Context: an optimization exercise on an open-source flow, tuned for small area and a short achievable clock period. The choices shown serve that exercise and are no tape-out recipe.
At most, simulation tests tie the RTL to the original design; equivalence was not proved.
The RTL of run 1 was laid out without a check of its function.

==> flow/design.v, too long to show whole: its modules and the start of the top module <==
// module MrSimSimulation: 860 lines
// module kmfa: 4 lines
module MrSimSimulation(input clk, input reset,
    input [63:0] io_enq_dat,
    input  io_enq_val,
    output io_enq_rdy,
    output[63:0] io_deq_dat,
    output io_deq_val,
    input  io_deq_rdy
);
  // ...
==> flow/flow/run.sh <==
#!/bin/bash
# Standard synthesis, then the standard layout with the resizer aiming for a setup slack margin,
# small port buffers and a smaller clock tree.
set -euo pipefail
bash standard.sh synth > synth.log 2>&1
bash standard.sh SETUP_SLACK_MARGIN=12.5 BUFFER_PORTS_ARGS='-buffer_cell sky130_fd_sc_hd__buf_1' 'CTS_ARGS=-sink_clustering_enable -repair_clock_nets -dont_use_dummy_load -buf_list sky130_fd_sc_hd__clkbuf_8 -sink_clustering_size 40' finish > layout.log 2>&1
==> flow/standard.sh <==
#!/bin/bash
# synth_recipe.tcl (not shown) runs the flow's synth.tcl, then flattens the netlist and writes it again
# the make line also repeats each setting of config.mk as NAME=value (left out here)
make -C /OpenROAD-flow-scripts/flow DESIGN_CONFIG=/design/flow/config.mk WORK_HOME=/design/flow/orfs CLKGATE_MAP_FILE= SYNTH_SCRIPT=/design/flow/synth_recipe.tcl "${@:-finish}"
==> flow/config.mk <==
export PLATFORM = sky130hd
export DESIGN_NAME = MrSimSimulation
export DESIGN_NICKNAME = MrSimSimulation
export VERILOG_FILES = /design/flow/design.v
export SDC_FILE = /design/flow/constraint.sdc
export NUM_CORES = 4
export LEC_CHECK = 0
export CAP_MARGIN = 20
export CORE_MARGIN = 2
export CORE_UTILIZATION = 40
export CTS_BUF_LIST = sky130_fd_sc_hd__clkbuf_8
export CTS_CLUSTER_SIZE = 40
export PLACE_DENSITY = 0.6
export SLEW_MARGIN = 20
export SYNTH_HIERARCHICAL = 1
export SYNTH_MINIMUM_KEEP_SIZE = 0
==> flow/constraint.sdc <==
create_clock -name core_clock -period 17.0 [get_ports {clk}]
set_input_delay 3.4000 -clock core_clock [delete_from_list [all_inputs] [get_ports {clk}]]
set_output_delay 3.4000 -clock core_clock [all_outputs]
set_load 0.01 [all_outputs]
==> metrics.yaml, run 1 <==
status:
  status: "finished clean"
route:
  ant_nets: 0
clock_tree:
  cts_setup_buffers: 10
  numCtsBuffers: 37
  path_clk_slew_ns: 0.05
  cts_hold_buf: 0
die:
  start_util: 0.4063
  die_h_um: 202.6
  num_tap_cells: 518
finish:
  seq_cell_count: 216
  nNonClkBuffers: 109
  antenna_cells: 0
  clockNetworkAreaShare: 0.02834
synthesis:
  synthArstFlopShare: 0
  ys_types: 63
  synth.avg_cell_area_um2: 11.27
  yosysWarnings: 7
timing:
  holdWs_ns: 0.3245
  fin_crit_sh: 0.2767
  fmax_mhz: 212.6
  setup_viol: 0
global_route:
  grt.total_usage: 0.1818
  antenna_found_initial: 4
critical_path:
  crit_chain: "buf_12 -> a21oi_4 -> nand2_2 -> nand2b_1 -> a221o_1 -> nor3_4 -> clkbuf_16 -> mux2_4"
  r2r_end: "e0[15]$_DFF_P_"
  crit_fanout: 7
  r2r_cells: 11
  critPathBufInv: 2
==> run 2: changes to the inputs <==
--- a/flow/design.v
+++ b/flow/design.v
@@ -215,17 +215,48 @@
   kmfa us194 (.a(c134), .b(s165), .c(c164), .s(s194), .co(c195));
   wire s196, c197;
   kmfa us196 (.a(s141), .b(c166), .c(s167), .s(s196), .co(c197));
   wire s198, c199;
   kmfa us198 (.a(c142), .b(s169), .c(c168), .s(s198), .co(c199));
   wire s200, c201;
   kmfa us200 (.a(c146), .b(c170), .c(s171), .s(s200), .co(c201));
   wire s202 = pn72 ^ s173 ^ c172;
-  wire [16:0] dist0 = {c201, c199, c197, c195, c193, c191, c189, c187, c185, c183, c181, c179, c177, c175, s174, 1'b0, df0[0]} + {s202, s200, s198, s196, s194, s192, s190, s188, s186, s184, s182, s180, s178, s176, s147, 1'b0, df1[0]};
+  wire [16:0] dist0_a = {c201, c199, c197, c195, c193, c191, c189, c187, c185, c183, c181, c179, c177, c175, s174, 1'b0, df0[0]};
+  wire [16:0] dist0_b = {s202, s200, s198, s196, s194, s192, s190, s188, s186, s184, s182, s180, s178, s176, s147, 1'b0, df1[0]};
+  wire [16:0] dist0_p = dist0_a ^ dist0_b;
+  wire [16:0] dist0_g = dist0_a & dist0_b;
+  wire dist0_G1 = dist0_g[1] | (dist0_p[1] & dist0_g[0]); wire dist0_P1 = dist0_p[1] & dist0_p[0];
+  wire dist0_G2 = dist0_g[3] | (dist0_p[3] & dist0_g[2]); wire dist0_P2 = dist0_p[3] & dist0_p[2];
+  wire dist0_G3 = dist0_g[5] | (dist0_p[5] & dist0_g[4]); wire dist0_P3 = dist0_p[5] & dist0_p[4];
+  wire dist0_G4 = dist0_g[7] | (dist0_p[7] & dist0_g[6]); wire dist0_P4 = dist0_p[7] & dist0_p[6];
+  wire dist0_G5 = dist0_g[9] | (dist0_p[9] & dist0_g[8]); wire dist0_P5 = dist0_p[9] & dist0_p[8];
+  wire dist0_G6 = dist0_g[11] | (dist0_p[11] & dist0_g[10]); wire dist0_P6 = dist0_p[11] & dist0_p[10];
+  wire dist0_G7 = dist0_g[13] | (dist0_p[13] & dist0_g[12]); wire dist0_P7 = dist0_p[13] & dist0_p[12];
+  wire dist0_G8 = dist0_g[15] | (dist0_p[15] & dist0_g[14]); wire dist0_P8 = dist0_p[15] & dist0_p[14];
+  wire dist0_G9 = dist0_G2 | (dist0_P2 & dist0_G1); wire dist0_P9 = dist0_P2 & dist0_P1;
+  wire dist0_G10 = dist0_G4 | (dist0_P4 & dist0_G3); wire dist0_P10 = dist0_P4 & dist0_P3;
+  wire dist0_G11 = dist0_G6 | (dist0_P6 & dist0_G5); wire dist0_P11 = dist0_P6 & dist0_P5;
+  wire dist0_G12 = dist0_G8 | (dist0_P8 & dist0_G7); wire dist0_P12 = dist0_P8 & dist0_P7;
+  wire dist0_G13 = dist0_G10 | (dist0_P10 & dist0_G9); wire dist0_P13 = dist0_P10 & dist0_P9;
+  wire dist0_G14 = dist0_G12 | (dist0_P12 & dist0_G11); wire dist0_P14 = dist0_P12 & dist0_P11;
+  wire dist0_G15 = dist0_G14 | (dist0_P14 & dist0_G13); wire dist0_P15 = dist0_P14 & dist0_P13;
+  wire dist0_G16 = dist0_G11 | (dist0_P11 & dist0_G13); wire dist0_P16 = dist0_P11 & dist0_P13;
+  wire dist0_G17 = dist0_G3 | (dist0_P3 & dist0_G9); wire dist0_P17 = dist0_P3 & dist0_P9;
+  wire dist0_G18 = dist0_G5 | (dist0_P5 & dist0_G13); wire dist0_P18 = dist0_P5 & dist0_P13;
+  wire dist0_G19 = dist0_G7 | (dist0_P7 & dist0_G16); wire dist0_P19 = dist0_P7 & dist0_P16;
+  wire dist0_G20 = dist0_g[2] | (dist0_p[2] & dist0_G1); wire dist0_P20 = dist0_p[2] & dist0_P1;
+  wire dist0_G21 = dist0_g[4] | (dist0_p[4] & dist0_G9); wire dist0_P21 = dist0_p[4] & dist0_P9;
+  wire dist0_G22 = dist0_g[6] | (dist0_p[6] & dist0_G17); wire dist0_P22 = dist0_p[6] & dist0_P17;
+  wire dist0_G23 = dist0_g[8] | (dist0_p[8] & dist0_G13); wire dist0_P23 = dist0_p[8] & dist0_P13;
+  wire dist0_G24 = dist0_g[10] | (dist0_p[10] & dist0_G18); wire dist0_P24 = dist0_p[10] & dist0_P18;
+  wire dist0_G25 = dist0_g[12] | (dist0_p[12] & dist0_G16); wire dist0_P25 = dist0_p[12] & dist0_P16;
+  wire dist0_G26 = dist0_g[14] | (dist0_p[14] & dist0_G19); wire dist0_P26 = dist0_p[14] & dist0_P19;
+  wire dist0_G27 = dist0_g[16] | (dist0_p[16] & dist0_G15); wire dist0_P27 = dist0_p[16] & dist0_P15;
+  wire [16:0] dist0 = {dist0_p[16] ^ dist0_G15, dist0_p[15] ^ dist0_G26, dist0_p[14] ^ dist0_G19, dist0_p[13] ^ dist0_G25, dist0_p[12] ^ dist0_G16, dist0_p[11] ^ dist0_G24, dist0_p[10] ^ dist0_G18, dist0_p[9] ^ dist0_G23, dist0_p[8] ^ dist0_G13, dist0_p[7] ^ dist0_G22, dist0_p[6] ^ dist0_G17, dist0_p[5] ^ dist0_G21, dist0_p[4] ^ dist0_G9, dist0_p[3] ^ dist0_G20, dist0_p[2] ^ dist0_G1, dist0_p[1] ^ dist0_g[0], dist0_p[0]};
   wire pp203 = df2[0] & df2[1];
   wire pp204 = df2[0] & df2[2];
   wire pp205 = df2[0] & df2[3];
   wire pp206 = df2[0] & df2[4];
   wire pp207 = df2[0] & df2[5];
   wire pp208 = df2[0] & df2[6];
   wire pp209 = df2[0] & df2[7];
   wire pp210 = df2[1] & df2[2];
@@ -418,17 +449,48 @@
   kmfa us396 (.a(c336), .b(s367), .c(c366), .s(s396), .co(c397));
   wire s398, c399;
   kmfa us398 (.a(s343), .b(c368), .c(s369), .s(s398), .co(c399));
   wire s400, c401;
   kmfa us400 (.a(c344), .b(s371), .c(c370), .s(s400), .co(c401));
   wire s402, c403;
   kmfa us402 (.a(c348), .b(c372), .c(s373), .s(s402), .co(c403));
   wire s404 = pn274 ^ s375 ^ c374;
-  wire [16:0] dist1 = {c403, c401, c399, c397, c395, c393, c391, c389, c387, c385, c383, c381, c379, c377, s376, 1'b0, df2[0]} + {s404, s402, s400, s398, s396, s394, s392, s390, s388, s386, s384, s382, s380, s378, s349, 1'b0, df3[0]};
+  wire [16:0] dist1_a = {c403, c401, c399, c397, c395, c393, c391, c389, c387, c385, c383, c381, c379, c377, s376, 1'b0, df2[0]};
+  wire [16:0] dist1_b = {s404, s402, s400, s398, s396, s394, s392, s390, s388, s386, s384, s382, s380, s378, s349, 1'b0, df3[0]};
+  wire [16:0] dist1_p = dist1_a ^ dist1_b;
+  wire [16:0] dist1_g = dist1_a & dist1_b;
+  wire dist1_G1 = dist1_g[1] | (dist1_p[1] & dist1_g[0]); wire dist1_P1 = dist1_p[1] & dist1_p[0];
+  wire dist1_G2 = dist1_g[3] | (dist1_p[3] & dist1_g[2]); wire dist1_P2 = dist1_p[3] & dist1_p[2];
+  wire dist1_G3 = dist1_g[5] | (dist1_p[5] & dist1_g[4]); wire dist1_P3 = dist1_p[5] & dist1_p[4];
+  wire dist1_G4 = dist1_g[7] | (dist1_p[7] & dist1_g[6]); wire dist1_P4 = dist1_p[7] & dist1_p[6];
+  wire dist1_G5 = dist1_g[9] | (dist1_p[9] & dist1_g[8]); wire dist1_P5 = dist1_p[9] & dist1_p[8];
+  wire dist1_G6 = dist1_g[11] | (dist1_p[11] & dist1_g[10]); wire dist1_P6 = dist1_p[11] & dist1_p[10];
+  wire dist1_G7 = dist1_g[13] | (dist1_p[13] & dist1_g[12]); wire dist1_P7 = dist1_p[13] & dist1_p[12];
+  wire dist1_G8 = dist1_g[15] | (dist1_p[15] & dist1_g[14]); wire dist1_P8 = dist1_p[15] & dist1_p[14];
+  wire dist1_G9 = dist1_G2 | (dist1_P2 & dist1_G1); wire dist1_P9 = dist1_P2 & dist1_P1;
+  wire dist1_G10 = dist1_G4 | (dist1_P4 & dist1_G3); wire dist1_P10 = dist1_P4 & dist1_P3;
+  wire dist1_G11 = dist1_G6 | (dist1_P6 & dist1_G5); wire dist1_P11 = dist1_P6 & dist1_P5;
+  wire dist1_G12 = dist1_G8 | (dist1_P8 & dist1_G7); wire dist1_P12 = dist1_P8 & dist1_P7;
+  wire dist1_G13 = dist1_G10 | (dist1_P10 & dist1_G9); wire dist1_P13 = dist1_P10 & dist1_P9;
+  wire dist1_G14 = dist1_G12 | (dist1_P12 & dist1_G11); wire dist1_P14 = dist1_P12 & dist1_P11;
+  wire dist1_G15 = dist1_G14 | (dist1_P14 & dist1_G13); wire dist1_P15 = dist1_P14 & dist1_P13;
+  wire dist1_G16 = dist1_G11 | (dist1_P11 & dist1_G13); wire dist1_P16 = dist1_P11 & dist1_P13;
+  wire dist1_G17 = dist1_G3 | (dist1_P3 & dist1_G9); wire dist1_P17 = dist1_P3 & dist1_P9;
+  wire dist1_G18 = dist1_G5 | (dist1_P5 & dist1_G13); wire dist1_P18 = dist1_P5 & dist1_P13;
+  wire dist1_G19 = dist1_G7 | (dist1_P7 & dist1_G16); wire dist1_P19 = dist1_P7 & dist1_P16;
+  wire dist1_G20 = dist1_g[2] | (dist1_p[2] & dist1_G1); wire dist1_P20 = dist1_p[2] & dist1_P1;
+  wire dist1_G21 = dist1_g[4] | (dist1_p[4] & dist1_G9); wire dist1_P21 = dist1_p[4] & dist1_P9;
+  wire dist1_G22 = dist1_g[6] | (dist1_p[6] & dist1_G17); wire dist1_P22 = dist1_p[6] & dist1_P17;
+  wire dist1_G23 = dist1_g[8] | (dist1_p[8] & dist1_G13); wire dist1_P23 = dist1_p[8] & dist1_P13;
+  wire dist1_G24 = dist1_g[10] | (dist1_p[10] & dist1_G18); wire dist1_P24 = dist1_p[10] & dist1_P18;
+  wire dist1_G25 = dist1_g[12] | (dist1_p[12] & dist1_G16); wire dist1_P25 = dist1_p[12] & dist1_P16;
+  wire dist1_G26 = dist1_g[14] | (dist1_p[14] & dist1_G19); wire dist1_P26 = dist1_p[14] & dist1_P19;
+  wire dist1_G27 = dist1_g[16] | (dist1_p[16] & dist1_G15); wire dist1_P27 = dist1_p[16] & dist1_P15;
+  wire [16:0] dist1 = {dist1_p[16] ^ dist1_G15, dist1_p[15] ^ dist1_G26, dist1_p[14] ^ dist1_G19, dist1_p[13] ^ dist1_G25, dist1_p[12] ^ dist1_G16, dist1_p[11] ^ dist1_G24, dist1_p[10] ^ dist1_G18, dist1_p[9] ^ dist1_G23, dist1_p[8] ^ dist1_G13, dist1_p[7] ^ dist1_G22, dist1_p[6] ^ dist1_G17, dist1_p[5] ^ dist1_G21, dist1_p[4] ^ dist1_G9, dist1_p[3] ^ dist1_G20, dist1_p[2] ^ dist1_G1, dist1_p[1] ^ dist1_g[0], dist1_p[0]};
   wire pp405 = df4[0] & df4[1];
   wire pp406 = df4[0] & df4[2];
   wire pp407 = df4[0] & df4[3];
   wire pp408 = df4[0] & df4[4];
   wire pp409 = df4[0] & df4[5];
   wire pp410 = df4[0] & df4[6];
   wire pp411 = df4[0] & df4[7];
   wire pp412 = df4[1] & df4[2];
@@ -621,17 +683,48 @@
   kmfa us598 (.a(c538), .b(s569), .c(c568), .s(s598), .co(c599));
   wire s600, c601;
   kmfa us600 (.a(s545), .b(c570), .c(s571), .s(s600), .co(c601));
   wire s602, c603;
   kmfa us602 (.a(c546), .b(s573), .c(c572), .s(s602), .co(c603));
   wire s604, c605;
   kmfa us604 (.a(c550), .b(c574), .c(s575), .s(s604), .co(c605));
   wire s606 = pn476 ^ s577 ^ c576;
-  wire [16:0] dist2 = {c605, c603, c601, c599, c597, c595, c593, c591, c589, c587, c585, c583, c581, c579, s578, 1'b0, df4[0]} + {s606, s604, s602, s600, s598, s596, s594, s592, s590, s588, s586, s584, s582, s580, s551, 1'b0, df5[0]};
+  wire [16:0] dist2_a = {c605, c603, c601, c599, c597, c595, c593, c591, c589, c587, c585, c583, c581, c579, s578, 1'b0, df4[0]};
+  wire [16:0] dist2_b = {s606, s604, s602, s600, s598, s596, s594, s592, s590, s588, s586, s584, s582, s580, s551, 1'b0, df5[0]};
+  wire [16:0] dist2_p = dist2_a ^ dist2_b;
+  wire [16:0] dist2_g = dist2_a & dist2_b;
+  wire dist2_G1 = dist2_g[1] | (dist2_p[1] & dist2_g[0]); wire dist2_P1 = dist2_p[1] & dist2_p[0];
+  wire dist2_G2 = dist2_g[3] | (dist2_p[3] & dist2_g[2]); wire dist2_P2 = dist2_p[3] & dist2_p[2];
+  wire dist2_G3 = dist2_g[5] | (dist2_p[5] & dist2_g[4]); wire dist2_P3 = dist2_p[5] & dist2_p[4];
+  wire dist2_G4 = dist2_g[7] | (dist2_p[7] & dist2_g[6]); wire dist2_P4 = dist2_p[7] & dist2_p[6];
+  wire dist2_G5 = dist2_g[9] | (dist2_p[9] & dist2_g[8]); wire dist2_P5 = dist2_p[9] & dist2_p[8];
+  wire dist2_G6 = dist2_g[11] | (dist2_p[11] & dist2_g[10]); wire dist2_P6 = dist2_p[11] & dist2_p[10];
+  wire dist2_G7 = dist2_g[13] | (dist2_p[13] & dist2_g[12]); wire dist2_P7 = dist2_p[13] & dist2_p[12];
+  wire dist2_G8 = dist2_g[15] | (dist2_p[15] & dist2_g[14]); wire dist2_P8 = dist2_p[15] & dist2_p[14];
+  wire dist2_G9 = dist2_G2 | (dist2_P2 & dist2_G1); wire dist2_P9 = dist2_P2 & dist2_P1;
+  wire dist2_G10 = dist2_G4 | (dist2_P4 & dist2_G3); wire dist2_P10 = dist2_P4 & dist2_P3;
+  wire dist2_G11 = dist2_G6 | (dist2_P6 & dist2_G5); wire dist2_P11 = dist2_P6 & dist2_P5;
+  wire dist2_G12 = dist2_G8 | (dist2_P8 & dist2_G7); wire dist2_P12 = dist2_P8 & dist2_P7;
+  wire dist2_G13 = dist2_G10 | (dist2_P10 & dist2_G9); wire dist2_P13 = dist2_P10 & dist2_P9;
+  wire dist2_G14 = dist2_G12 | (dist2_P12 & dist2_G11); wire dist2_P14 = dist2_P12 & dist2_P11;
+  wire dist2_G15 = dist2_G14 | (dist2_P14 & dist2_G13); wire dist2_P15 = dist2_P14 & dist2_P13;
+  wire dist2_G16 = dist2_G11 | (dist2_P11 & dist2_G13); wire dist2_P16 = dist2_P11 & dist2_P13;
+  wire dist2_G17 = dist2_G3 | (dist2_P3 & dist2_G9); wire dist2_P17 = dist2_P3 & dist2_P9;
+  wire dist2_G18 = dist2_G5 | (dist2_P5 & dist2_G13); wire dist2_P18 = dist2_P5 & dist2_P13;
+  wire dist2_G19 = dist2_G7 | (dist2_P7 & dist2_G16); wire dist2_P19 = dist2_P7 & dist2_P16;
+  wire dist2_G20 = dist2_g[2] | (dist2_p[2] & dist2_G1); wire dist2_P20 = dist2_p[2] & dist2_P1;
+  wire dist2_G21 = dist2_g[4] | (dist2_p[4] & dist2_G9); wire dist2_P21 = dist2_p[4] & dist2_P9;
+  wire dist2_G22 = dist2_g[6] | (dist2_p[6] & dist2_G17); wire dist2_P22 = dist2_p[6] & dist2_P17;
+  wire dist2_G23 = dist2_g[8] | (dist2_p[8] & dist2_G13); wire dist2_P23 = dist2_p[8] & dist2_P13;
+  wire dist2_G24 = dist2_g[10] | (dist2_p[10] & dist2_G18); wire dist2_P24 = dist2_p[10] & dist2_P18;
+  wire dist2_G25 = dist2_g[12] | (dist2_p[12] & dist2_G16); wire dist2_P25 = dist2_p[12] & dist2_P16;
+  wire dist2_G26 = dist2_g[14] | (dist2_p[14] & dist2_G19); wire dist2_P26 = dist2_p[14] & dist2_P19;
+  wire dist2_G27 = dist2_g[16] | (dist2_p[16] & dist2_G15); wire dist2_P27 = dist2_p[16] & dist2_P15;
+  wire [16:0] dist2 = {dist2_p[16] ^ dist2_G15, dist2_p[15] ^ dist2_G26, dist2_p[14] ^ dist2_G19, dist2_p[13] ^ dist2_G25, dist2_p[12] ^ dist2_G16, dist2_p[11] ^ dist2_G24, dist2_p[10] ^ dist2_G18, dist2_p[9] ^ dist2_G23, dist2_p[8] ^ dist2_G13, dist2_p[7] ^ dist2_G22, dist2_p[6] ^ dist2_G17, dist2_p[5] ^ dist2_G21, dist2_p[4] ^ dist2_G9, dist2_p[3] ^ dist2_G20, dist2_p[2] ^ dist2_G1, dist2_p[1] ^ dist2_g[0], dist2_p[0]};
   wire le20_g0 = e0[0] & ~e2[0];
   wire le20_p0 = e0[0] | ~e2[0];
   wire le20_g1 = e0[1] & ~e2[1];
   wire le20_p1 = e0[1] | ~e2[1];
   wire le20_g2 = e0[2] & ~e2[2];
   wire le20_p2 = e0[2] | ~e2[2];
   wire le20_g3 = e0[3] & ~e2[3];
   wire le20_p3 = e0[3] | ~e2[3];
@@ -826,38 +919,44 @@
   wire le10_G699 = le10_G697 | (le10_P698 & le10_G695);
   wire le10_P700 = le10_P698 & le10_P696;
   wire le10_G701 = le10_g16 | (le10_p16 & le10_G699);
   wire le10_P702 = le10_p16 & le10_P700;
   wire le10 = le10_G701 | le10_P702;
   wire [1:0] cls = (le20 & le21) ? 2'd2 : le10 ? 2'd1 : 2'd0;
   reg [17:0] q0, q1, q2, q3;
   reg [3:0] f;
-  wire deq = io_deq_rdy & f[0];
   wire enq = v3 & ~f[3];
-  wire [3:0] g = deq ? {1'b0, f[3:1]} : f;       
-  wire [3:0] fn = g | ({4{enq}} & ~g & {g[2:0], 1'b1});
-  wire [3:0] wsel = {4{v2}} & ~fn & {fn[2:0], 1'b1};
+  wire [3:0] g1 = {1'b0, f[3:1]};
+  wire [3:0] fn0 = f | ({4{enq}} & ~f & {f[2:0], 1'b1});
+  wire [3:0] fn1 = g1 | ({4{enq}} & ~g1 & {g1[2:0], 1'b1});
+  wire [3:0] ws0 = {4{v2}} & ~fn0 & {fn0[2:0], 1'b1};
+  wire [3:0] ws1 = {4{v2}} & ~fn1 & {fn1[2:0], 1'b1};
   wire [17:0] din = {p2, cls};
+  wire [17:0] n0 = ws1[0] ? din : q1, h0 = ws0[0] ? din : q0;
+  wire [17:0] n1 = ws1[1] ? din : q2, h1 = ws0[1] ? din : q1;
+  wire [17:0] n2 = ws1[2] ? din : q3, h2 = ws0[2] ? din : q2;
+  wire [17:0] n3 = din,               h3 = ws0[3] ? din : q3;
+  wire deq = io_deq_rdy & f[0];
   always @(posedge clk) begin
     df0 <= dn0; df1 <= dn1; df2 <= dn2; df3 <= dn3; df4 <= dn4; df5 <= dn5;
     p1 <= io_enq_dat[63:48];
     e0 <= dist0; e1 <= dist1; e2 <= dist2;
     p2 <= p1;
     if (reset) begin
       v1 <= 1'b0; v2 <= 1'b0; v3 <= 1'b0;
       f <= 4'd0;
     end else begin
       v1 <= io_enq_val; v2 <= v1; v3 <= v2;
-      f <= fn;
+      f <= deq ? fn1 : fn0;
     end
-    if (wsel[0]) q0 <= din; else if (deq) q0 <= q1;
-    if (wsel[1]) q1 <= din; else if (deq) q1 <= q2;
-    if (wsel[2]) q2 <= din; else if (deq) q2 <= q3;
-    if (wsel[3]) q3 <= din;
+    q0 <= deq ? n0 : h0;
+    q1 <= deq ? n1 : h1;
+    q2 <= deq ? n2 : h2;
+    q3 <= deq ? n3 : h3;
   end
   assign io_enq_rdy = 1'b1;
   assign io_deq_val = f[0];
   assign io_deq_dat = {32'd0, q0[17:2], 6'd0, q0[1:0], 8'hff};
 endmodule
 module kmfa(input a, input b, input c, output s, output co);
   assign s = a ^ b ^ c;
   assign co = (a & b) | (a & c) | (b & c);
==> flow/flow/run.sh (replaced) <==
#!/bin/bash
# Standard synthesis, then the standard layout with the resizer aiming for a setup slack margin,
# small port buffers and a smaller clock tree.
set -euo pipefail
bash standard.sh synth > synth.log 2>&1
bash standard.sh SETUP_SLACK_MARGIN=12.5 BUFFER_PORTS_ARGS='-buffer_cell sky130_fd_sc_hd__buf_1' 'CTS_ARGS=-sink_clustering_enable -repair_clock_nets -dont_use_dummy_load -buf_list sky130_fd_sc_hd__clkbuf_8 -sink_clustering_size 25' finish > layout.log 2>&1
==> flow/config.mk (replaced) <==
export PLATFORM = sky130hd
export DESIGN_NAME = MrSimSimulation
export DESIGN_NICKNAME = MrSimSimulation
export VERILOG_FILES = /design/flow/design.v
export SDC_FILE = /design/flow/constraint.sdc
export NUM_CORES = 4
export LEC_CHECK = 0
export CAP_MARGIN = 20
export CORE_MARGIN = 2
export CORE_UTILIZATION = 40
export PLACE_DENSITY = 0.6
export SLEW_MARGIN = 20
export SYNTH_HIERARCHICAL = 1
export SYNTH_MINIMUM_KEEP_SIZE = 0
==> metrics.yaml, run 2 <==
die:
  coreArea_mm2: 0.03856  # was 0.03883 mm^2
  die_x_um: 201.6  # was 202.6 um
  placementRows: 72  # unchanged
  die_area_mm2: 0.04063  # was 0.04104 mm^2
  start_util: 0.4050  # was 0.4063
  die_h_um: 201.6  # was 202.6 um
  pin_count: 134  # unchanged
placement:
  dp_hpwl_mm: 28.49  # was 28.47 mm
  port-buffer-count: 86  # unchanged
  place_area_mm2: 0.01673  # was 0.01690 mm^2
  routabilityCongestion: 0.8620  # was 0.8611
  dp_cells: 1938  # was 1994
synthesis:
  synth.most_common_cell: "fa_1"  # unchanged
  synth_edf_count: 72  # unchanged
  yosysTopAreaCellShare: 0.2500  # was 0.2246
  synth-seq-cells: 216  # unchanged
  yosysWarnings: 7  # unchanged
  yosysSeqAreaShare: 0.3231  # was 0.3198
  synthTopCellsByCount: "fa_1 (195), and2_1 (172), dfxtp_1 (144)"  # was fa_1 (177), and2_1 (170), dfxtp_1 (144)
  netlist_instances: 1341  # was 1400
  mappedNetlistArea_mm2: 0.01561  # was 0.01578 mm^2
  synth_ff_type: "dfxtp_1"  # unchanged
  synthArstFlopShare: 0  # unchanged
  ys_top_cells_by_area: "fa_1 (25%), dfxtp_1 (18%), edfxtp_1 (14%)"  # was fa_1 (22%), dfxtp_1 (18%), edfxtp_1 (14%)
  synth.avg_cell_area_um2: 11.64  # was 11.27 um^2
  ys_types: 61  # was 63
  synth_top_cell_by_area: "fa_1"  # unchanged
timing:
  rsz0062_at_grt: "yes"  # unchanged
  finalMaxSlewViolations: 0  # unchanged
  min_period_ns: 4.510  # was 4.704 ns
  worst_pin_slew_ns: 1.017  # was 0.5899 ns
  fin_worst_skew_ns: 0.05271  # was 0.06752 ns
  fin_crit_sh: 0.2653  # was 0.2767
  setup_viol: 0  # unchanged
  maxSlewHeadroom: 0.3218  # was 0.6063
  holdWs_ns: 0.3033  # was 0.3245 ns
  fmax_mhz: 221.7  # was 212.6 MHz
  final.setup.tns_ns: 0  # unchanged
  hold_violations: 0  # unchanged
finish:
  final_cell_area_mm2: 0.01778  # was 0.01797 mm^2
  layout_commonest_cell: "fa_1"  # unchanged
  syn_to_final_growth_pct: 13.87  # was 13.89%
  fillerInstances: 3587  # was 3564
  antenna_cells: 0  # unchanged
  mostFrequentLayoutCells: "fa_1 (182), and2_1 (170), inv_1 (100)"  # was fa_1 (171), and2_1 (169), dfxtp_1 (124)
  finalNonFillerCells: 1993  # was 2055
  drive_gt1_frac: 0.1878  # was 0.1483
  final_nets: 1854  # was 1901
clock_tree:
  numCtsBuffers: 39  # was 37
  clockRootBuffer: "clkbuf_8"  # unchanged
  cts_hold_buf: 0  # unchanged
  cts-htree-levels: 2  # unchanged
  cts_tree: "done"  # unchanged
  clock_path_buffers: 3  # unchanged
  cts_num_sinks: 216  # unchanged
  clkLatencyLatePin_ns: 0.56  # was 0.57 ns
  path_clk_slew_ns: 0.05  # about the same
critical_path:
  path_common_cell: "fa_1"
  cp.required_ns: 17.40  # was 17.26 ns
  crit_fanout: 5  # was 7
  arrival_ns: 4.91  # was 4.97 ns
  setup.worst_path.class: "reg -> reg"  # was in -> reg
  slowest_delay_ns: 0.50  # was 0.39 ns
  crit_chain: "nor2b_4 -> fa_1 -> fa_1 -> fa_2 -> fa_1 -> fa_1 -> ha_4 -> nand3_2 -> or4b_4 -> nand4b_1 -> and2_4 -> fa_1"  # was buf_12 -> a21oi_4 -> nand2_2 -> nand2b_1 -> a221o_1 -> nor3_4 -> clkbuf_16 -> mux2_4
  regToRegSetupSlack_ns: 12.49  # was 12.65 ns
  cp_slowest_cell: "fa_1"  # was nor3_4
  start_kind: "flop"  # was primary input
  cp-end-kind: "flop"  # unchanged
status:
  status: "finished clean"  # unchanged
worst_hold_path:
  hold_path.class: "reg -> reg"  # unchanged
global_route:
  grt_max_degree: 20  # was 21
  grt.total_usage: 0.1837  # was 0.1818
  grt_pass1_vias: 10500  # was 10.94k
  antenna_found_initial: 0  # was 4
  grt_pass1_wl_mm: 57.51  # was 58.29 mm
  grt-ovfl-total: 0  # unchanged
route:
  via_per_inst: 4.868  # was 5.004
  drc: 0  # unchanged
  detail_route.wl_per_cell_um: 18.20  # was 17.89 um
  firstDrtPassIters: 5  # unchanged
  routed_wl_mm: 36.28  # was 36.76 mm
  ant_nets: 0  # unchanged
  drtIter0Drc: 409  # was 469
  num_vias: 9702  # was 10.28k
run:
  drv_cap: 0  # unchanged
==> run 2: cell types whose count changed in the layout (fill, tap and decap cells not counted), moves of 13 or more <==
cell     change
a21oi_1     -24
dfxtp_1     -32
dfxtp_2     +13
dfxtp_4     +19
inv_1       +14
mux2_2      +29
mux2_4      -29
nor2_1      -16
xnor2_1     -14
==> run 2: cell type report <==
type | instances | area, um^2 | area share
Sequential cell | 216 | 5160 | 0.2902
Multi-Input combinational cell | 1006 | 10410 | 0.5857
Inverter | 112 | 498.0 | 0.02801
Timing Repair Buffer | 102 | 524.3 | 0.02948
Clock buffer | 39 | 536.8 | 0.03019
Tap cell | 518 | 648.1 | 0.03645
==> run 2: layer usage <==
layer | vias to the layer above | global-route usage | wire length [um]
met5 | - | 0 | 0
met4 | 0 | 0.05016 | 812
met3 | 52 | 0.02996 | 1393
met2 | 202 | 0.3147 | 17840
met1 | 4826 | 0.2413 | 16230
li1 | 4622 | - | -
==> run 2: cells by family after synthesis <==
logic type	Yosys count	synth area share
simple gates	357	0.1329
fa+ha+maj	328	0.3538
flops	216	0.3231
buf+inv	164	0.05104
compound gates	159	0.06570
xor+xnor	62	0.03478
mux	53	0.03830
other cells	2	0.0004809
==> run 2: what timing repair did <==
item / CTS / global route
setup endpoints to repair: 47 / 41
resized for setup: 64 / 97
setup buffers: 8 / 8
pin swaps: 19 / 30
==> run 2: modules after synthesis (local to each module, per instance) <==
module | cells | cell area, um^2 | copies in the design
MrSimSimulation | 1173 | 12250 | 1
kmfa | 1 | 20.02 | 168
==> run 2: worst paths after layout <==
path / cells after the start / end / start
min: 0 / p2[11]$_DFF_P_ / p1[11]$_DFF_P_
min reg2reg: 0 / p2[11]$_DFF_P_ / p1[11]$_DFF_P_
max: 12 / e1[14]$_DFF_P_ / df2[8]$_DFF_P_
max reg2reg: 12 / e1[14]$_DFF_P_ / df2[8]$_DFF_P_
==> run 2: metrics by stage <==
| stage | utilization | setup WS, ns |
|---|---|---|
| 3_3_place_gp | 0.4339 | 11.64 |
| 2_1_floorplan | - | 12.25 |
| 4_1_cts | 0.4530 | 12.36 |
| 5_1_grt | 0.4612 | 12.38 |
| 3_5_place_dp | 0.4339 | 11.62 |
| 6_report | 0.4612 | 12.49 |
==> run 2: critical path, delay by kind of cell (launching register included) <==
kind	cells	cell delay (ns)
adders and majority gates	7	2.90
DFF	1	0.38
and+or+nand+nor	5	1.07
==> run 3: changes to the inputs <==
==> flow/flow/run.sh (replaced) <==
#!/bin/bash
# Standard synthesis, then the standard layout with the resizer aiming for a setup slack margin,
# small port buffers and a smaller clock tree.
set -euo pipefail
bash standard.sh synth > synth.log 2>&1
bash standard.sh SETUP_SLACK_MARGIN=12.5 BUFFER_PORTS_ARGS='-buffer_cell sky130_fd_sc_hd__buf_1' 'CTS_ARGS=-sink_clustering_enable -repair_clock_nets -dont_use_dummy_load -buf_list sky130_fd_sc_hd__clkbuf_8 -sink_clustering_size 40' finish > layout.log 2>&1
==> metrics.yaml, run 3 <==
timing:
  min_period_ns: 4.510  # unchanged
  worst_pin_slew_ns: 1.017  # unchanged
  fmax_mhz: 221.7  # unchanged
  fin_crit_sh: 0.2653  # unchanged
  hold_violations: 0  # unchanged
  final.setup.tns_ns: 0  # unchanged
  finalMaxSlewViolations: 0  # unchanged
  setup_viol: 0  # unchanged
  rsz0062_at_grt: "yes"  # unchanged
  fin_worst_skew_ns: 0.05271  # unchanged
  maxSlewHeadroom: 0.3218  # unchanged
finish:
  antenna_cells: 0  # unchanged
  syn_to_final_growth_pct: 13.87  # unchanged
  multi_input_area_mm2: 0.01041  # unchanged
  final-seq-area_mm2: 0.005160  # unchanged
  finalNonFillerCells: 1993  # unchanged
  final_nets: 1854  # unchanged
  layout_commonest_cell: "fa_1"  # unchanged
  mostFrequentLayoutCells: "fa_1 (182), and2_1 (170), inv_1 (100)"  # unchanged
  fillerInstances: 3587  # unchanged
  drive_gt1_frac: 0.1878  # unchanged
route:
  ant_nets: 0  # unchanged
  drtIter0Drc: 409  # unchanged
  detail_route.wl_per_cell_um: 18.20  # unchanged
  firstDrtPassIters: 5  # unchanged
  via_per_inst: 4.868  # unchanged
  routed_wl_mm: 36.28  # unchanged
  drc: 0  # unchanged
  num_vias: 9702  # unchanged
clock_tree:
  cts_num_sinks: 216  # unchanged
  clock_path_buffers: 3  # unchanged
  numCtsBuffers: 39  # unchanged
  clockRootBuffer: "clkbuf_8"  # unchanged
  clkLatencyLatePin_ns: 0.56  # about the same
  cts-htree-levels: 2  # unchanged
  cts_hold_buf: 0  # unchanged
  cts_tree: "done"  # unchanged
  path_clk_slew_ns: 0.05  # about the same
placement:
  dp_cells: 1938  # unchanged
  dp_hpwl_mm: 28.49  # unchanged
  routabilityCongestion: 0.8620  # unchanged
  port-buffer-count: 86  # unchanged
die:
  die_x_um: 201.6  # unchanged
  die_area_mm2: 0.04063  # unchanged
  placementRows: 72  # unchanged
  die_h_um: 201.6  # unchanged
  start_util: 0.4050  # unchanged
  coreArea_mm2: 0.03856  # unchanged
  pin_count: 134  # unchanged
global_route:
  grt_pass1_wl_mm: 57.51  # unchanged
  antenna_found_initial: 0  # unchanged
  grt-ovfl-total: 0  # unchanged
  grt.total_usage: 0.1837  # unchanged
  grt_pass1_vias: 10500  # unchanged
  grt_max_degree: 20  # unchanged
synthesis:
  yosysWarnings: 7  # unchanged
  ys_top_cells_by_area: "fa_1 (25%), dfxtp_1 (18%), edfxtp_1 (14%)"  # unchanged
  synth_ff_type: "dfxtp_1"  # unchanged
  mappedNetlistArea_mm2: 0.01561  # unchanged
  synth_edf_count: 72  # unchanged
  synthTopCellsByCount: "fa_1 (195), and2_1 (172), dfxtp_1 (144)"  # unchanged
  yosysTopAreaCellShare: 0.2500  # unchanged
  netlist_instances: 1341  # unchanged
  synth.most_common_cell: "fa_1"  # unchanged
  synth.avg_cell_area_um2: 11.64  # unchanged
  synth-seq-cells: 216  # unchanged
  ys_types: 61  # unchanged
  synth_top_cell_by_area: "fa_1"  # unchanged
  yosysSeqAreaShare: 0.3231  # unchanged
  synthArstFlopShare: 0  # unchanged
critical_path:
  crit_fanout: 5  # unchanged
  regToRegSetupSlack_ns: 12.49  # about the same
  start_kind: "flop"  # unchanged
  arrival_ns: 4.91  # about the same
  cp.required_ns: 17.40  # about the same
  cp-end-kind: "flop"  # unchanged
  setup.worst_path.class: "reg -> reg"  # unchanged
worst_hold_path:
  hold_path.class: "reg -> reg"  # unchanged
run:
  drv_cap: 0  # unchanged
status:
  status: "finished clean"  # unchanged
run 3: metrics by stage:
step                      cell area (um^2)  hold WS (ns)  worst slack (ns)    util
after floorplan                      16170        0.3096             12.25       -
after global placement               16730        0.3104             11.64  0.4339
after detailed placement             16730        0.3121             11.62  0.4339
after CTS                            17470        0.2919             12.36  0.4530
after global routing                 17780        0.2930             12.38  0.4612
final                                17780        0.3033             12.49  0.4612
run 3: logic make-up (layout without fill, tap and decap cells):
group,Yosys count,in the layout,synth area share
and+or+nand+nor,357,357,0.1329
adders and majority gates,328,328,0.3538
DFF,216,216,0.3231
xor gates and xnor gates,62,62,0.03478
other,2,47,0.0004809
muxes,53,53,0.03830
AOI/OAI and AO/OA,159,159,0.06570
buffers and inverters,164,253,0.05104
run 3: area by class of cell:
class                      count  share of cell area
sequential                   216              0.2902
inverter                     112             0.02801
multi-input combinational   1006              0.5857
clock buffer                  39             0.03019
timing repair buffer         102             0.02948
tap                          518             0.03645
run 3: final timing paths:
kind	start	to	depth (start not counted)
setup / recovery	df2[8]$_DFF_P_	e1[14]$_DFF_P_	12
hold / removal	p1[11]$_DFF_P_	p2[11]$_DFF_P_	0
setup reg to reg	df2[8]$_DFF_P_	e1[14]$_DFF_P_	12
hold reg to reg	p1[11]$_DFF_P_	p2[11]$_DFF_P_	0
run 3: worst max-delay path, stage by stage (launching register included):
cell      delay, ns
dfxtp_4        0.38
nor2b_4        0.15
fa_1           0.42
fa_1           0.47
fa_2           0.35
fa_1           0.50
fa_1           0.46
ha_4           0.30
nand3_2        0.07
or4b_4         0.48
nand4b_1       0.19
and2_4         0.18
fa_1           0.40
run 3: repair_timing:
action / in CTS / in global routing
pin swaps: 19 / 30
setup buffers: 8 / 8
gates resized for setup: 64 / 97
cloned: 0 / 0
endpoints found under the setup margin: 47 / 41
run 3: Yosys stat by module, one instance, submodules excluded:
module	cells inside	flops+latches	copies in the design	area, um^2
MrSimSimulation	1173	216	1	12250
kmfa	1	0	168	20.02
run 3: metal layers:
metal,up-vias,GRT usage,wire (um)
met5,-,0,0
met4,0,0.05016,812
met3,52,0.02996,1393
met2,202,0.3147,17840
met1,4826,0.2413,16230
li1,4622,-,-
==> run 4: changes to the inputs <==
--- a/flow/config.mk
+++ b/flow/config.mk
@@ -7,8 +7,8 @@
 export LEC_CHECK = 0
 export CAP_MARGIN = 20
 export CORE_MARGIN = 2
-export CORE_UTILIZATION = 40
-export PLACE_DENSITY = 0.6
+export CORE_UTILIZATION = 55
+export PLACE_DENSITY = 0.7
 export SLEW_MARGIN = 20
 export SYNTH_HIERARCHICAL = 1
 export SYNTH_MINIMUM_KEEP_SIZE = 0
==> metrics.yaml, run 4 <==
route:
  ant_nets: 0  # unchanged
  firstDrtPassIters: 5  # unchanged
  num_vias: 10020  # was 9702
  drtIter0Drc: 539  # was 409
  via_per_inst: 5.388  # was 4.868
  drc: 0  # unchanged
  routed_wl_mm: 35.56  # was 36.28 mm
  detail_route.wl_per_cell_um: 19.13  # was 18.20 um
placement:
  routabilityCongestion: 0.9459  # was 0.8620
  dp_hpwl_mm: 26.79  # was 28.49 mm
  port-buffer-count: 86  # unchanged
die:
  start_util: 0.5605  # was 0.4050
  coreArea_mm2: 0.02786  # was 0.03856 mm^2
  die_x_um: 172.5  # was 201.6 um
  die_area_mm2: 0.02975  # was 0.04063 mm^2
  pin_count: 134  # unchanged
  die_h_um: 172.5  # was 201.6 um
  placementRows: 61  # was 72
timing:
  setup_viol: 0  # unchanged
  fin_worst_skew_ns: 0.04451  # was 0.05271 ns
  rsz0062_at_grt: "yes"  # unchanged
  min_period_ns: 4.504  # was 4.510 ns
  finalMaxSlewViolations: 0  # unchanged
  worst_pin_slew_ns: 0.9525  # was 1.017 ns
  final.setup.tns_ns: 0  # unchanged
  maxSlewHeadroom: 0.3635  # was 0.3218
  fin_crit_sh: 0.2650  # was 0.2653
  hold_violations: 0  # unchanged
  fmax_mhz: 222.0  # was 221.7 MHz
  holdWs_ns: 0.2923  # was 0.3033 ns
finish:
  fin_util: 0.6333  # was 0.4612
  layout_commonest_cell: "fa_1"  # unchanged
  syn_to_final_growth_pct: 12.99  # was 13.87%
  drive_gt1_frac: 0.1776  # was 0.1878
  mostFrequentLayoutCells: "fa_1 (185), and2_1 (170), inv_1 (100)"  # was fa_1 (182), and2_1 (170), inv_1 (100)
  final_nets: 1860  # was 1854
  antenna_cells: 0  # unchanged
clock_tree:
  clkLatencyLatePin_ns: 0.53  # was 0.56 ns
  cts_hold_buf: 0  # unchanged
  cts_num_sinks: 216  # unchanged
  cts-htree-levels: 2  # unchanged
  clockRootBuffer: "clkbuf_8"  # unchanged
  path_clk_slew_ns: 0.06  # was 0.05 ns
  clock_path_buffers: 3  # unchanged
  cts_tree: "done"  # unchanged
  numCtsBuffers: 36  # was 39
critical_path:
  crit_fanout: 7  # was 5
  cp.required_ns: 17.38  # was 17.40 ns
  r2r_start: "df4[8]$_DFF_P_"  # was df2[8]$_DFF_P_
  setup.worst_path.class: "reg -> reg"  # unchanged
  cp-end-kind: "flop"  # unchanged
  slowest_delay_ns: 0.52  # was 0.50 ns
  path_common_cell: "fa_1"  # unchanged
  cp_slowest_cell: "fa_1"  # unchanged
  r2r_cells: 12  # unchanged
  crit_chain: "nor2b_2 -> fa_1 -> fa_1 -> fa_2 -> fa_1 -> fa_1 -> ha_4 -> nand3_4 -> nor4b_4 -> nor2_2 -> a311oi_2 -> fa_2"  # was nor2b_4 -> fa_1 -> fa_1 -> fa_2 -> fa_1 -> fa_1 -> ha_4 -> nand3_2 -> or4b_4 -> nand4b_1 -> and2_4 -> fa_1
  regToRegSetupSlack_ns: 12.50  # was 12.49 ns
  r2r_end: "e2[14]$_DFF_P_"  # was e1[14]$_DFF_P_
  start_kind: "flop"  # unchanged
  arrival_ns: 4.88  # was 4.91 ns
synthesis:
  synth-simple-area-share: 0.1329  # unchanged
  ys_types: 61  # unchanged
  netlist_instances: 1341  # unchanged
  synth-seq-cells: 216  # unchanged
  synthAdderAreaFrac: 0.3538  # unchanged
  yosys-mux-area-fraction: 0.03830  # unchanged
  synth_top_cell_by_area: "fa_1"  # unchanged
  synth.avg_cell_area_um2: 11.64  # unchanged
  mappedNetlistArea_mm2: 0.01561  # unchanged
  synthTopCellsByCount: "fa_1 (195), and2_1 (172), dfxtp_1 (144)"  # unchanged
  yosysSeqAreaShare: 0.3231  # unchanged
  ys_top_cells_by_area: "fa_1 (25%), dfxtp_1 (18%), edfxtp_1 (14%)"  # unchanged
  synth_compound_area_frac: 0.06571  # unchanged
  synth_ff_type: "dfxtp_1"  # unchanged
  yosysTopAreaCellShare: 0.2500  # unchanged
  synth.most_common_cell: "fa_1"  # unchanged
  synthArstFlopShare: 0  # unchanged
  yosysWarnings: 7  # unchanged
  synth_top_family_by_area: "adder cells"  # unchanged
  synth-xor-area-share: 0.03478  # unchanged
  synth_edf_count: 72  # unchanged
global_route:
  grt_pass1_wl_mm: 56.04  # was 57.51 mm
  grt.total_usage: 0.2503  # was 0.1837
  grt-ovfl-total: 0  # unchanged
  antenna_found_initial: 0  # unchanged
  grt_pass1_vias: 10520  # was 10.50k
  grt_max_degree: 20  # unchanged
worst_hold_path:
  min-delay-start: "p1[13]$_DFF_P_"  # was p1[11]$_DFF_P_
  holdPathEnd: "p2[13]$_DFF_P_"  # was p2[11]$_DFF_P_
  holdPathStages: 0  # unchanged
  hold_path.class: "reg -> reg"  # unchanged
run:
  drv_cap: 0  # unchanged
status:
  status: "finished clean"  # unchanged
run 4: cell counts after synthesis:
No cell type changed its count.
run 4: stage by stage:
step           cell area [um^2]  setup WS (ns)  cells
6_report                  17640          12.50   1859
3_3_place_gp              16560          11.64   1798
3_5_place_dp              16560          11.61   1798
5_1_grt                   17640          12.38   1859
4_1_cts                   17250          12.36   1841
2_1_floorplan             16170          12.25   1386
run 4: per-module statistics from Yosys (local to each module, per instance):
module | copies in the design | cells | flops+latches | cell area, um^2
MrSimSimulation | 1 | 1173 | 216 | 12250
kmfa | 168 | 1 | 0 | 20.02
run 4: final cells by class:
type | instances | area (um^2)
inverters | 112 | 500.5
fillers | 2233 | 10210
clock buffers | 36 | 495.5
flip-flops and latches | 216 | 5130
repair buffers | 111 | 611.8
multi-input cells | 1006 | 10430
well taps | 378 | 473.0
run 4: cell families (layout without fill, tap and decap cells):
family | count (synthesis) | after routing
flip-flops | 216 | 216
other | 2 | 47
buffers and inverters | 164 | 259
AND/OR/NAND/NOR | 357 | 357
AO/OA/AOI/OAI | 159 | 159
multiplexers | 53 | 53
XOR/XNOR | 62 | 62
adder cells (fa/ha/maj) | 328 | 328
run 4: metal layers:
metal | GRT usage | vias to the layer above | routed length (um)
met5 | 0 | - | 0
met3 | 0.03845 | 55 | 1863
met4 | 0.07417 | 0 | 737
li1 | - | 4636 | -
met1 | 0.3440 | 5057 | 15910
met2 | 0.4127 | 269 | 17050
run 4: worst max-delay path: cells and delay by family (launching register included):
family / cells / cell delay (ns)
AOI/OAI and AO/OA: 1 / 0.31
adders and majority gates: 7 / 3.09
DFF: 1 / 0.36
and+or+nand+nor: 4 / 0.63
run 4: worst max-delay path by stage:
stage,startpoint,end,cells past startpoint
global route,df2[8]$_DFF_P_,e1[14]$_DFF_P_,12
finish,df4[8]$_DFF_P_,e2[14]$_DFF_P_,12
floorplan,io_enq_dat[8],df1[8]$_DFF_P_,10
detailed placement,io_enq_dat[57],df3[7]$_DFF_P_,10
CTS,df2[8]$_DFF_P_,e1[14]$_DFF_P_,12
global placement,io_enq_dat[57],df3[7]$_DFF_P_,10
run 4: what timing repair did:
item                                    4_1_cts  5_1_grt
pin swaps                                    20       51
buffers inserted                              7       18
gates resized for setup                      63       76
endpoints found under the setup margin       34       31
==> run 5: changes to the inputs <==
==> flow/flow/run.sh (replaced) <==
#!/bin/bash
# Standard synthesis, then the standard layout with the resizer aiming for a setup slack margin,
# small port buffers and a smaller clock tree.
set -euo pipefail
bash standard.sh synth > synth.log 2>&1
bash standard.sh SETUP_SLACK_MARGIN=12.2 BUFFER_PORTS_ARGS='-buffer_cell sky130_fd_sc_hd__buf_1' 'CTS_ARGS=-sink_clustering_enable -repair_clock_nets -dont_use_dummy_load -buf_list sky130_fd_sc_hd__clkbuf_8 -sink_clustering_size 40' finish > layout.log 2>&1
--- a/flow/config.mk
+++ b/flow/config.mk
@@ -7,8 +7,8 @@
 export LEC_CHECK = 0
 export CAP_MARGIN = 20
 export CORE_MARGIN = 2
-export CORE_UTILIZATION = 55
-export PLACE_DENSITY = 0.7
+export CORE_UTILIZATION = 40
+export PLACE_DENSITY = 0.6
 export SLEW_MARGIN = 20
 export SYNTH_HIERARCHICAL = 1
 export SYNTH_MINIMUM_KEEP_SIZE = 0
==> metrics.yaml, run 5 <==
timing:
  finalMaxSlewViolations: 0  # unchanged
  rsz0062_at_grt: "yes"  # unchanged
  fin_crit_sh: 0.2774  # was 0.2650
  maxSlewHeadroom: 0.2961  # was 0.3635
  worst_pin_slew_ns: 1.056  # was 0.9525 ns
  min_period_ns: 4.716  # was 4.504 ns
  fin_worst_skew_ns: 0.05845  # was 0.04451 ns
  final.setup.tns_ns: 0  # unchanged
  fmax_mhz: 212.0  # was 222.0 MHz
  setup_viol: 0  # unchanged
  hold_violations: 0  # unchanged
route:
  via_per_inst: 4.865  # was 5.388
  drtIter0Drc: 466  # was 539
  drc: 0  # unchanged
  num_vias: 9643  # was 10.02k
  ant_nets: 0  # unchanged
  routed_wl_mm: 35.84  # was 35.56 mm
  detail_route.wl_per_cell_um: 18.08  # was 19.13 um
  firstDrtPassIters: 5  # unchanged
finish:
  fin_util: 0.4436  # was 0.6333
  finalNonFillerCells: 1982  # was 1859
  layout_commonest_cell: "fa_1"  # unchanged
  antenna_cells: 0  # unchanged
  drive_gt1_frac: 0.1086  # was 0.1776
  final_nets: 1843  # was 1860
  syn_to_final_growth_pct: 9.535  # was 12.99%
  mostFrequentLayoutCells: "fa_1 (188), and2_1 (170), dfxtp_1 (121)"  # was fa_1 (185), and2_1 (170), inv_1 (100)
placement:
  dp_hpwl_mm: 28.01  # was 26.79 mm
  routabilityCongestion: 0.8647  # was 0.9459
  dp_cells: 1939  # was 1798
  port-buffer-count: 86  # unchanged
clock_tree:
  cts-htree-levels: 2  # unchanged
  numCtsBuffers: 37  # was 36
  clkLatencyLatePin_ns: 0.54  # was 0.53 ns
  path_clk_slew_ns: 0.06  # about the same
  clock_path_buffers: 3  # unchanged
  cts_num_sinks: 216  # unchanged
  cts_tree: "done"  # unchanged
  clockRootBuffer: "clkbuf_8"  # unchanged
die:
  start_util: 0.4050  # was 0.5605
  coreArea_mm2: 0.03856  # was 0.02786 mm^2
  die_x_um: 201.6  # was 172.5 um
  die_area_mm2: 0.04063  # was 0.02975 mm^2
  die_h_um: 201.6  # was 172.5 um
  placementRows: 72  # was 61
  pin_count: 134  # unchanged
synthesis:
  ys_types: 61  # unchanged
  netlist_instances: 1341  # unchanged
  ys_top_cells_by_area: "fa_1 (25%), dfxtp_1 (18%), edfxtp_1 (14%)"  # unchanged
  mappedNetlistArea_mm2: 0.01561  # unchanged
  synthTopCellsByCount: "fa_1 (195), and2_1 (172), dfxtp_1 (144)"  # unchanged
  synth_top_cell_by_area: "fa_1"  # unchanged
  synth.most_common_cell: "fa_1"  # unchanged
  synthArstFlopShare: 0  # unchanged
  synth-seq-cells: 216  # unchanged
  synth_edf_count: 72  # unchanged
  synth_ff_type: "dfxtp_1"  # unchanged
  synth.avg_cell_area_um2: 11.64  # unchanged
  yosysWarnings: 7  # unchanged
  yosysTopAreaCellShare: 0.2500  # unchanged
  yosysSeqAreaShare: 0.3231  # unchanged
status:
  status: "finished clean"  # unchanged
global_route:
  grt_max_degree: 20  # unchanged
  grt-ovfl-total: 0  # unchanged
  grt_pass1_vias: 10520  # about the same
  antenna_found_initial: 2  # was 0
  grt_pass1_wl_mm: 57.40  # was 56.04 mm
  grt.total_usage: 0.1817  # was 0.2503
critical_path:
  arrival_ns: 5.10  # was 4.88 ns
  cp-end-kind: "flop"  # unchanged
  cp.required_ns: 17.38  # about the same
  crit_fanout: 9  # was 7
  start_kind: "flop"  # unchanged
  setup.worst_path.class: "reg -> reg"  # unchanged
worst_hold_path:
  hold_path.class: "reg -> reg"  # unchanged
run:
  drv_cap: 0  # unchanged
-- run 5: cell count changes in the layout (fill, tap and decap cells not counted), sizes merged --
cell | before | now
buf | 105 | 92
clkbuf | 42 | 38
clkinvlp | 0 | 1
inv | 112 | 111
-- run 5: layout make-up --
class                           instances  area (um^2)
Inverter                              112        424.2
Sequential cell                       216         5081
Multi-Input combinational cell       1006        10050
Tap cell                              518        648.1
Timing Repair Buffer                   93        392.9
Fill cell                            3694        21450
Clock buffer                           37        509.2
-- run 5: critical path, cell delays in order, from the launching register on --
cell	delay, ns
dfxtp_1	0.56
and2_1	0.21
fa_1	0.43
fa_1	0.41
fa_1	0.54
fa_1	0.42
ha_1	0.23
nor3_1	0.21
o211ai_1	0.14
a31oi_1	0.39
inv_1	0.14
a31o_2	0.27
fa_1	0.37
xor2_1	0.26
-- run 5: cell families (layout without fill, tap and decap cells) --
group | Yosys count | in the layout | synth area share
muxes | 53 | 53 | 0.03830
DFF | 216 | 216 | 0.3231
adders and majority gates | 328 | 328 | 0.3538
other | 2 | 47 | 0.0004809
xor gates and xnor gates | 62 | 62 | 0.03478
and+or+nand+nor | 357 | 357 | 0.1329
AOI/OAI and AO/OA | 159 | 159 | 0.06570
buffers and inverters | 164 | 242 | 0.05104
-- run 5: worst paths after layout --
path	startpoint	end	slack, ns	depth (start not counted)
min	p1[1]$_DFF_P_	p2[1]$_DFF_P_	0.32	0
min reg2reg	p1[1]$_DFF_P_	p2[1]$_DFF_P_	0.32	0
max	df1[6]$_DFF_P_	e0[15]$_DFF_P_	12.28	13
max reg2reg	df1[6]$_DFF_P_	e0[15]$_DFF_P_	12.28	13
-- run 5: what timing repair did --
action	CTS	global route
setup buffers	1	5
gates resized for setup	16	45
hold buffers	0	0
setup endpoints to repair	27	20
pin swaps	0	13
-- run 5: metrics by stage --
| stage | hold slack (ns) | setup WS, ns | instance area (um^2) |
|---|---|---|---|
| after global routing | 0.3160 | 12.16 | 17100 |
| after CTS | 0.3064 | 12.21 | 16960 |
| after detailed placement | 0.3128 | 11.12 | 16400 |
| final | 0.3200 | 12.28 | 17100 |
| after floorplan | 0.3096 | 12.22 | 15800 |
| after global placement | 0.3097 | 11.10 | 16400 |
-- run 5: routing by layer --
metal | GRT usage | wire length, um | vias to the layer above
li1 | - | - | 4594
met1 | 0.2465 | 16600 | 4791
met2 | 0.3037 | 17000 | 210
met3 | 0.02462 | 1332 | 46
met4 | 0.05357 | 884 | 2
met5 | 0 | 14 | -
-- run 5: Yosys stat by module, one instance, submodules excluded --
module / cells inside / cell area (um^2) / times used / flops+latches
MrSimSimulation: 1173 / 12250 / 1 / 216
kmfa: 1 / 20.02 / 168 / 0
==> run 6: changes to the inputs <==
==> flow/flow/run.sh (replaced) <==
#!/bin/bash
# Standard synthesis, then the standard layout with the resizer aiming for a setup slack margin,
# small port buffers and a smaller clock tree.
set -euo pipefail
bash standard.sh synth > synth.log 2>&1
bash standard.sh SETUP_SLACK_MARGIN=12.4 BUFFER_PORTS_ARGS='-buffer_cell sky130_fd_sc_hd__buf_1' 'CTS_ARGS=-sink_clustering_enable -repair_clock_nets -dont_use_dummy_load -buf_list sky130_fd_sc_hd__clkbuf_16 -sink_clustering_size 20 -sink_clustering_max_diameter 60' finish > layout.log 2>&1
==> metrics.yaml, run 6 <==
critical_path:
  cp_slowest_cell: "fa_2"  # was dfxtp_1
  arrival_ns: 4.89  # was 5.10 ns
  slowest_delay_ns: 0.37  # was 0.56 ns
  r2r_end: "e2[14]$_DFF_P_"  # was e0[15]$_DFF_P_
  cp.required_ns: 17.36  # was 17.38 ns
  cp-end-kind: "flop"  # unchanged
  setup.worst_path.class: "in -> reg"  # was reg -> reg
  r2r_start: "df4[8]$_DFF_P_"  # was df1[6]$_DFF_P_
  start_kind: "primary input"  # was flop
  r2r_cells: 12  # was 13
  critPathBufInv: 1  # unchanged
  crit_fanout: 4  # was 9
  regToRegSetupSlack_ns: 12.48  # was 12.28 ns
  critPathTopFamily: "compound AO/OA/AOI/OAI gates"  # was adder cells
  crit_chain: "buf_4 -> ha_4 -> fa_2 -> nor2b_1 -> o21ai_1 -> a21boi_2 -> o21a_1 -> nor2_2 -> o21bai_1 -> a21oi_1"  # was and2_1 -> fa_1 -> fa_1 -> fa_1 -> fa_1 -> ha_1 -> nor3_1 -> o211ai_1 -> a31oi_1 -> inv_1 -> a31o_2 -> fa_1 -> xor2_1
clock_tree:
  clockRootBuffer: "clkbuf_16"  # was clkbuf_8
  numCtsBuffers: 16  # was 37
  path_clk_slew_ns: 0.07  # was 0.06 ns
  cts_num_sinks: 216  # unchanged
  cts-htree-levels: 1  # was 2
  clock_path_buffers: 3  # unchanged
  cts_tree: "done"  # unchanged
  clkLatencyLatePin_ns: 0.48  # was 0.54 ns
timing:
  finalMaxSlewViolations: 0  # unchanged
  fmax_mhz: 220.9  # was 212.0 MHz
  worst_slack_ns: 12.47  # was 12.28 ns
  hold_violations: 0  # unchanged
  fin_crit_sh: 0.2663  # was 0.2774
  maxSlewHeadroom: 0.3097  # was 0.2961
  worst_pin_slew_ns: 1.035  # was 1.056 ns
  setup_viol: 0  # unchanged
  min_period_ns: 4.528  # was 4.716 ns
  fin_worst_skew_ns: 0.02655  # was 0.05845 ns
  final.setup.tns_ns: 0  # unchanged
  rsz0062_at_grt: "yes"  # unchanged
synthesis:
  synth_ff_type: "dfxtp_1"  # unchanged
  synth_edf_count: 72  # unchanged
  ys_types: 61  # unchanged
  yosysSeqAreaShare: 0.3231  # unchanged
  synthArstFlopShare: 0  # unchanged
  ys_top_cells_by_area: "fa_1 (25%), dfxtp_1 (18%), edfxtp_1 (14%)"  # unchanged
  yosysTopAreaCellShare: 0.2500  # unchanged
  synth.most_common_cell: "fa_1"  # unchanged
  synth-seq-cells: 216  # unchanged
  netlist_instances: 1341  # unchanged
  yosys-mux-area-fraction: 0.03830  # unchanged
  synth.avg_cell_area_um2: 11.64  # unchanged
  synth-xor-area-share: 0.03478  # unchanged
  synth_compound_area_frac: 0.06571  # unchanged
  mappedNetlistArea_mm2: 0.01561  # unchanged
  synthTopCellsByCount: "fa_1 (195), and2_1 (172), dfxtp_1 (144)"  # unchanged
  synth_top_cell_by_area: "fa_1"  # unchanged
  synth_top_family_by_area: "adder cells"  # unchanged
  synthAdderAreaFrac: 0.3538  # unchanged
  synth-simple-area-share: 0.1329  # unchanged
  yosysWarnings: 7  # unchanged
route:
  firstDrtPassIters: 5  # unchanged
  detail_route.wl_per_cell_um: 17.66  # was 18.08 um
  via_per_inst: 4.841  # was 4.865
  routed_wl_mm: 34.75  # was 35.84 mm
  drc: 0  # unchanged
  ant_nets: 0  # unchanged
  drtIter0Drc: 467  # was 466
  num_vias: 9527  # was 9643
finish:
  antenna_cells: 0  # unchanged
  finalNonFillerCells: 1968  # was 1982
  layout_commonest_cell: "fa_1"  # unchanged
  syn_to_final_growth_pct: 11.60  # was 9.535%
  drive_gt1_frac: 0.1462  # was 0.1086
  final_nets: 1829  # was 1843
  mostFrequentLayoutCells: "fa_1 (184), and2_1 (171), dfxtp_1 (103)"  # was fa_1 (188), and2_1 (170), dfxtp_1 (121)
placement:
  dp_hpwl_mm: 27.62  # was 28.01 mm
  port-buffer-count: 86  # unchanged
  dp_slack_ns: 11.60  # was 11.12 ns
  dp_cells: 1938  # was 1939
  routabilityCongestion: 0.8883  # was 0.8647
die:
  die_h_um: 201.6  # unchanged
  placementRows: 72  # unchanged
  die_area_mm2: 0.04063  # unchanged
  start_util: 0.4050  # unchanged
  die_x_um: 201.6  # unchanged
  pin_count: 134  # unchanged
  coreArea_mm2: 0.03856  # unchanged
global_route:
  grt_pass1_wl_mm: 56.39  # was 57.40 mm
  antenna_found_initial: 1  # was 2
  grt-ovfl-total: 0  # unchanged
  grt.total_usage: 0.1767  # was 0.1817
  grt_max_degree: 21  # was 20
  grt_pass1_vias: 10330  # was 10.52k
worst_hold_path:
  holdPathStages: 0  # unchanged
  hold_path.class: "reg -> reg"  # unchanged
  min-delay-start: "p1[2]$_DFF_P_"  # was p1[1]$_DFF_P_
  holdPathEnd: "p2[2]$_DFF_P_"  # was p2[1]$_DFF_P_
run:
  drv_cap: 0  # unchanged
status:
  status: "finished clean"  # unchanged
-- run 6: modules after synthesis, one instance, submodules excluded --
module / copies in the design / cell area (um^2) / flops+latches
kmfa: 168 / 20.02 / 0
MrSimSimulation: 1 / 12250 / 216
-- run 6: area by class of cell --
type	instances	area (um^2)
clock buffer	16	400.4
fill	3608	21130
inverter	112	480.5
multi-input combinational	1006	10310
sequential	216	5111
tap	518	648.1
timing repair buffer	100	473.0
-- run 6: kinds of logic after synthesis --
group | Yosys count
AO/OA/AOI/OAI | 159
AND/OR/NAND/NOR | 357
flip-flops | 216
buffers and inverters | 164
XOR/XNOR | 62
other | 2
adder cells (fa/ha/maj) | 328
multiplexers | 53
-- run 6: per-stage QoR --
step	area, um^2	hold slack, ns	util
after floorplan	16060	0.3096	-
after global placement	16630	0.3100	0.4312
after detailed placement	16630	0.3121	0.4312
after CTS	17190	0.3298	0.4457
after global routing	17430	0.3357	0.4520
final	17430	0.3291	0.4520
-- run 6: worst max path at each step --
| stage | startpoint | end | depth (start not counted) |
|---|---|---|---|
| 4_1_cts | df4[8]$_DFF_P_ | e2[14]$_DFF_P_ | 12 |
| 2_1_floorplan | io_enq_dat[8] | df1[8]$_DFF_P_ | 10 |
| 3_3_place_gp | io_enq_dat[49] | df0[7]$_DFF_P_ | 9 |
| 6_report | io_enq_dat[56] | df1[8]$_DFF_P_ | 10 |
| 3_5_place_dp | io_enq_dat[49] | df0[7]$_DFF_P_ | 9 |
| 5_1_grt | df4[8]$_DFF_P_ | e2[14]$_DFF_P_ | 12 |
-- run 6: what timing repair did --
item | 4_1_cts | 5_1_grt
endpoints found under the setup margin | 47 | 41
buffers inserted | 7 | 7
pin swaps | 11 | 30
resized for setup | 39 | 72
hold buffers | 0 | 0
-- run 6: worst reg2reg max path, delay by kind of cell, from the launching register on --
| kind | cells | cell delay [ns] |
|---|---|---|
| AO/OA/AOI/OAI | 1 | 0.30 |
| flip-flops | 1 | 0.39 |
| AND/OR/NAND/NOR | 4 | 0.57 |
| adder cells (fa/ha/maj) | 7 | 3.14 |
-- run 6: per-layer routing --
metal / wire length [um] / global-route usage
met1: 15960 / 0.2482
met2: 16500 / 0.2967
met3: 1618 / 0.02073
met4: 673 / 0.03335
met5: 0 / 0

-- re-timing with driven ports --
Ports are ideal in the flow. The routed layouts listed here were re-timed in OpenROAD. Step 1: set_driving_cell puts a clkbuf_16 on clk and a buf_2 on each other input, an assumption about the parent block. Step 2 times the ports against the registers' clock, not the clock port: input delays grow and output delays shrink by t, the midpoint of the rising clock arrivals with the driver on. Slacks: no drivers / after step 1 / after step 2; pairs: no drivers / after step 1.
run	t (ns)	setup WS [ns]	cell pins on the clock port's net
run 1	0.574	12.296 / 12.279 / 11.705	1
run 2	0.584	12.490 / 12.469 / 11.920	1
run 3	0.584	12.490 / 12.469 / 11.920	1
run 4	0.550	12.496 / 12.496 / 11.970	1
run 5	0.557	12.284 / 12.284 / 11.746	1
run 6	0.516	12.472 / 12.478 / 11.983	1
After both steps setup and hold are still met in every run listed. The setup slack of run 1, which loses most, moves by -0.017 ns with the drivers and by -0.591 ns with both steps.
